This is an optimization exercise on Yosys and OpenROAD, whose aim is small area, a short achievable clock period and few clock cycles, not a production implementation. Power is estimated from default activity; no workload was simulated.

east:
==> module ATCONV, before the edit <==
module  ATCONV(
	input		clk,
	input		reset,
	output	reg	busy,
	input		ready,
	output reg	[11:0]	iaddr,
	input signed [12:0]	idata,
	output	reg 	cwr,
	output  reg	[11:0]	caddr_wr,
	output  reg [12:0] 	cdata_wr,
	output	reg 	crd,
	output reg	[11:0] 	caddr_rd,
	input 	[12:0] 	cdata_rd,
	output reg 	csel
	);
reg       run;
reg [4:0] s;
reg [3:0] sn;              
reg       par;
reg [5:0] q;
reg [2:0] p;
reg       q0, q32, q33;    
reg       wr;              
always @(posedge clk or posedge reset) begin
	if (reset) begin
		busy <= 1'b0; run <= 1'b0;
		s <= 5'd31; sn <= 4'd0; par <= 1'b1; q <= 6'd33; p <= 3'd4;
		q0 <= 1'b0; q32 <= 1'b0; q33 <= 1'b1; wr <= 1'b1;
	end else if (!run) begin
		s <= 5'd31; sn <= 4'd0; par <= 1'b1; q <= 6'd33; p <= 3'd4;
		q0 <= 1'b0; q32 <= 1'b0; q33 <= 1'b1; wr <= 1'b1;
		if (ready) begin busy <= 1'b1; run <= 1'b1; end
	end else begin
		if (s[4] && !s[0] && q32 && p == 3'd2) begin busy <= 1'b0; run <= 1'b0; end
		wr <= par & q33 & (p == 3'd3 || p == 3'd4);
		if (p == 3'd5) begin
			p <= 3'd0;
			if (q33) begin
				q <= 6'd0; par <= ~par;
				q0 <= 1'b1; q32 <= 1'b0; q33 <= 1'b0;
				if (par) begin s <= s + 5'd1; sn <= sn + 4'd1; end
			end else begin
				q <= q + 6'd1;
				q0 <= 1'b0; q32 <= (q == 6'd31); q33 <= q32;
			end
		end else p <= p + 3'd1;
	end
end
wire        pr   = p[2];
wire [3:0]  sr   = wr ? sn : s[3:0];
wire [2:0]  S    = sr[3:1];
reg  [5:0]  rowc;
always @(*) begin
	case (p)
		3'd4:    rowc = (S == 3'd0) ? 6'd0 : {S - 3'd1, 2'd3, sr[0]};   
		3'd5:    rowc = {S, 2'd0, sr[0]};                              
		3'd0:    rowc = {S, 2'd1, sr[0]};
		3'd1:    rowc = {S, 2'd2, sr[0]};
		3'd2:    rowc = {S, 2'd3, sr[0]};
		default: rowc = (S == 3'd7) ? 6'd63 : {S + 3'd1, 2'd0, sr[0]};   
	endcase
end
wire [5:0]  colc = pr ? (q33 ? 6'd0  : (q32 ? 6'd63 : {q[4:0], par}))
                      : (q0  ? 6'd0  : (q33 ? 6'd63 : {q[4:0] - 5'd1, par}));
always @(posedge clk) iaddr <= {rowc, colc};
reg [11:0] D  [0:5];
reg [11:2] Dh [6:11];
reg [10:0] Eb;
reg [12:0] Ga, R6, X;
integer k;
always @(posedge clk) begin
	D[0] <= idata[11:0];
	for (k = 1; k <= 5; k = k + 1) D[k] <= D[k-1];
	Dh[6] <= D[5][11:2];
	for (k = 7; k <= 11; k = k + 1) Dh[k] <= Dh[k-1];
	Ga <= {1'b0, D[4]} - {4'b0, D[3][11:3]} - {4'b0, D[5][11:3]} - 13'd12;
	Eb <= {3'b0, Dh[9][11:4]} + {1'b0, Dh[10][11:2]} + {3'b0, Dh[11][11:4]};
	R6 <= Ga - {2'b0, Eb};
	X  <= R6 - {3'b0, D[0][11:2]} - {5'b0, D[1][11:4]};
end
wire [12:0] V    = X - {5'b0, D[0][11:4]};
wire [12:0] relu = V[12] ? 13'd0 : V;
wire [3:0]  sm1  = s[3:0] - 4'd1;
wire [3:0]  lsA  = par ? s[3:0] : sm1;
wire        hA   = q[0];
wire [4:0]  CA   = par ? q[5:1] - 5'd1 : {1'b1, q[4:1]};
wire [3:0]  lsW  = par ? s[3:0] : sm1;
wire        hW   = ~q[0];
wire [5:0]  qW   = par ? q - 6'd3 : q + 6'd31;
wire [4:0]  CW   = qW[5:1];
wire        actW = par ? (q >= 6'd3) : (q <= 6'd32);
wire        validW = actW & (par ? ~s[4] : (s[4:0] != 5'd0 && s[4:0] != 5'd31));
wire        firstW = ~lsW[0];
reg [12:0] accA, accB, heldA;
wire [2:0]  pc  = (p == 3'd0) ? 3'd5 : p - 3'd1;    
wire [11:0] rd  = cdata_rd[11:0];
wire [12:0] rdr = {{1'b0, rd[11:4]} + {8'b0, |rd[3:0]}, 4'b0};
always @(posedge clk) begin
	case (pc)
		3'd1: heldA <= cdata_rd;
		3'd2: accA <= rdr;
		3'd3: if ({1'b0, rd} > accA) accA <= rdr;
		3'd4: accB <= rdr;
		3'd5: if ({1'b0, rd} > accB) accB <= rdr;
		default: ;
	endcase
end
wire [12:0] VA = (!firstW && heldA > accA) ? heldA : accA;
wire [12:0] VB = (!firstW && cdata_rd > accB) ? cdata_rd : accB;
always @(posedge clk) begin
	crd <= 1'b1;
	if (p == 3'd0) begin
		cwr <= run & validW; csel <= 1'b1;
		caddr_wr <= {2'b0, lsW[3:1], hW, 1'b0, CW};
		caddr_rd <= {2'b0, lsW[3:1], hW, 1'b1, CW};
		cdata_wr <= VA;
	end else if (p == 3'd1) begin
		cwr <= run & validW; csel <= 1'b1;
		caddr_wr <= {2'b0, lsW[3:1], hW, 1'b1, CW};
		caddr_rd <= {2'b0, lsA[3:1], hA, 1'b0, CA};
		cdata_wr <= VB;
	end else begin
		cwr <= run & ~s[4] & (q >= 6'd2); csel <= 1'b0;
		caddr_wr <= {s[3:1], p[1:0] - 2'd2, s[0], q[4:0] - 5'd2, par};
		caddr_rd <= {lsA[3:1], hA, p[2], lsA[0], CA, p[0]};
		cdata_wr <= relu;
	end
end
endmodule
==> flow/config.mk <==
export PLATFORM = sky130hd
export DESIGN_NAME = ATCONV
export DESIGN_NICKNAME = ATCONV
export VERILOG_FILES = /design/flow/design.v
export SDC_FILE = /design/flow/constraint.sdc
export NUM_CORES = 4
export LEC_CHECK = 0
export CAP_MARGIN = 20
export CORE_MARGIN = 2
export CORE_UTILIZATION = 40
export SETUP_SLACK_MARGIN = 3.5
export SLEW_MARGIN = 20
==> flow/constraint.sdc <==
create_clock -name core_clock -period 6.5 [get_ports {clk}]
set_input_delay 1.3000 -clock core_clock [delete_from_list [all_inputs] [get_ports {clk}]]
set_output_delay 1.3000 -clock core_clock [all_outputs]
set_load 0.01 [all_outputs]
run.sh (not shown) runs the stock make flow with config.mk's settings and CLKGATE_MAP_FILE= SYNTH_SCRIPT=/design/flow/synth_recipe.tcl, a recipe that flattens the netlist after the stock synthesis.
#### Input delta (south over east)
==> flow/design.v, changed modules only <==
module  ATCONV(
	input		clk,
	input		reset,
	output	reg	busy,
	input		ready,
	output reg	[11:0]	iaddr,
	input signed [12:0]	idata,
	output	reg 	cwr,
	output  reg	[11:0]	caddr_wr,
	output  reg [12:0] 	cdata_wr,
	output	reg 	crd,
	output reg	[11:0] 	caddr_rd,
	input 	[12:0] 	cdata_rd,
	output reg 	csel
	);
reg       run;
reg [4:0] s;
reg       par;
reg [5:0] q;
reg [2:0] p;
always @(posedge clk or posedge reset) begin
	if (reset) begin
		busy <= 1'b0; run <= 1'b0;
		s <= 5'd31; par <= 1'b1; q <= 6'd33; p <= 3'd4;
	end else if (!run) begin
		s <= 5'd31; par <= 1'b1; q <= 6'd33; p <= 3'd4;
		if (ready) begin busy <= 1'b1; run <= 1'b1; end
	end else begin
		if (s[4] && !s[0] && q == 6'd32 && p == 3'd2) begin busy <= 1'b0; run <= 1'b0; end
		if (p == 3'd5) begin
			p <= 3'd0;
			if (q == 6'd33) begin
				q <= 6'd0; par <= ~par;
				if (par) s <= s + 5'd1;
			end else q <= q + 6'd1;
		end else p <= p + 3'd1;
	end
end
wire        pr   = p[2];
wire        q0   = (q == 6'd0);
wire        q32  = (q == 6'd32);
wire        q33  = (q == 6'd33);
wire [3:0]  sr   = s[3:0] + {3'd0, pr & q33 & par};
wire [2:0]  S    = sr[3:1];
reg  [5:0]  rowc;
always @(*) begin
	case (p)
		3'd4:    rowc = (S == 3'd0) ? 6'd0 : {S - 3'd1, 2'd3, sr[0]};   
		3'd5:    rowc = {S, 2'd0, sr[0]};                              
		3'd0:    rowc = {S, 2'd1, sr[0]};
		3'd1:    rowc = {S, 2'd2, sr[0]};
		3'd2:    rowc = {S, 2'd3, sr[0]};
		default: rowc = (S == 3'd7) ? 6'd63 : {S + 3'd1, 2'd0, sr[0]};   
	endcase
end
wire [5:0]  colc = pr ? (q33 ? 6'd0  : (q32 ? 6'd63 : {q[4:0], par}))
                      : (q0  ? 6'd0  : (q33 ? 6'd63 : {q[4:0] - 5'd1, par}));
always @(posedge clk) iaddr <= {rowc, colc};
reg [11:0] D  [0:6];
reg [11:2] Dh [7:13];
reg [10:0] Eb;
reg [12:0] Ga;
integer k;
always @(posedge clk) begin
	D[0] <= idata[11:0];
	for (k = 1; k <= 6; k = k + 1) D[k] <= D[k-1];
	Dh[7] <= D[6][11:2];
	for (k = 8; k <= 13; k = k + 1) Dh[k] <= Dh[k-1];
	Ga <= {1'b0, D[6]} - {4'b0, D[5][11:3]} - {4'b0, Dh[7][11:3]}
	    - {3'b0, D[0][11:2]} - {5'b0, D[1][11:4]} - 13'd12;
	Eb <= {3'b0, Dh[11][11:4]} + {1'b0, Dh[12][11:2]} + {3'b0, Dh[13][11:4]};
end
wire [12:0] V    = Ga - {2'b0, Eb} - {5'b0, D[0][11:4]};
wire [12:0] relu = V[12] ? 13'd0 : V;
wire [3:0]  sm1  = s[3:0] - 4'd1;
wire [3:0]  lsA  = par ? s[3:0] : sm1;
wire        hA   = q[0];
wire [4:0]  CA   = par ? q[5:1] - 5'd1 : {1'b1, q[4:1]};
wire [3:0]  lsW  = par ? s[3:0] : sm1;
wire        hW   = ~q[0];
wire [5:0]  qW   = par ? q - 6'd3 : q + 6'd31;
wire [4:0]  CW   = qW[5:1];
wire        actW = par ? (q >= 6'd3) : (q <= 6'd32);
wire        validW = actW & (par ? ~s[4] : (s[4:0] != 5'd0 && s[4:0] != 5'd31));
wire        firstW = ~lsW[0];
reg [12:0] accA, accB, heldA;
wire [2:0]  pc  = (p == 3'd0) ? 3'd5 : p - 3'd1;    
wire [11:0] rd  = cdata_rd[11:0];
wire [12:0] rdr = {{1'b0, rd[11:4]} + {8'b0, |rd[3:0]}, 4'b0};
always @(posedge clk) begin
	case (pc)
		3'd1: heldA <= cdata_rd;
		3'd2: accA <= rdr;
		3'd3: if ({1'b0, rd} > accA) accA <= rdr;
		3'd4: accB <= rdr;
		3'd5: if ({1'b0, rd} > accB) accB <= rdr;
		default: ;
	endcase
end
wire [12:0] VA = (!firstW && heldA > accA) ? heldA : accA;
wire [12:0] VB = (!firstW && cdata_rd > accB) ? cdata_rd : accB;
always @(posedge clk) begin
	crd <= 1'b1;
	if (p == 3'd0) begin
		cwr <= run & validW; csel <= 1'b1;
		caddr_wr <= {2'b0, lsW[3:1], hW, 1'b0, CW};
		caddr_rd <= {2'b0, lsW[3:1], hW, 1'b1, CW};
		cdata_wr <= VA;
	end else if (p == 3'd1) begin
		cwr <= run & validW; csel <= 1'b1;
		caddr_wr <= {2'b0, lsW[3:1], hW, 1'b1, CW};
		caddr_rd <= {2'b0, lsA[3:1], hA, 1'b0, CA};
		cdata_wr <= VB;
	end else begin
		cwr <= run & ~s[4] & (q >= 6'd2); csel <= 1'b0;
		caddr_wr <= {s[3:1], p[1:0] - 2'd2, s[0], q[4:0] - 5'd2, par};
		caddr_rd <= {lsA[3:1], hA, p[2], lsA[0], CA, p[0]};
		cdata_wr <= relu;
	end
end
endmodule
Notes after the runs:
- [compare] base=east new=south: peak supply drop shows an increase of about 15%; final area now smaller; final instance count without filler cells fell by 77; logic gate share of total power went up 6.1 points.
- Compared to east, the routing of south uses less wire.
No functional check of the RTL was part of any run of this note.

## port drivers added, routing unchanged
No port has a modelled driver above. Below, the same layouts with a new extraction and two added sets of constraints.
Step 1, drivers: a clkbuf_16 drives clk and a buf_2 each remaining input, both assumed.
Step 2, shift: input delay + t, output delay - t, t = (earliest + latest rising clock arrival at the registers) / 2. This alone moves slack from input paths to output paths.
Slacks: no drivers / after step 1 / after step 2; pairs: no drivers / after step 1.
| run | shift t [ns] | slack for setup (ns) | clock arrival spread, ns | worst slew at a driven data input, ns |
|---|---|---|---|---|
| east | 0.595 | 3.554 / 3.554 / 3.022 | 0.032 / 0.032 | 0.04 |
| south | 0.589 | 2.711 / 2.711 / 2.711 | 0.039 / 0.039 | 0.04 |
After both steps every run listed still meets setup and hold. For east, which loses most, drivers alone change the setup slack by 0.000 ns; drivers and shift together by -0.532 ns.
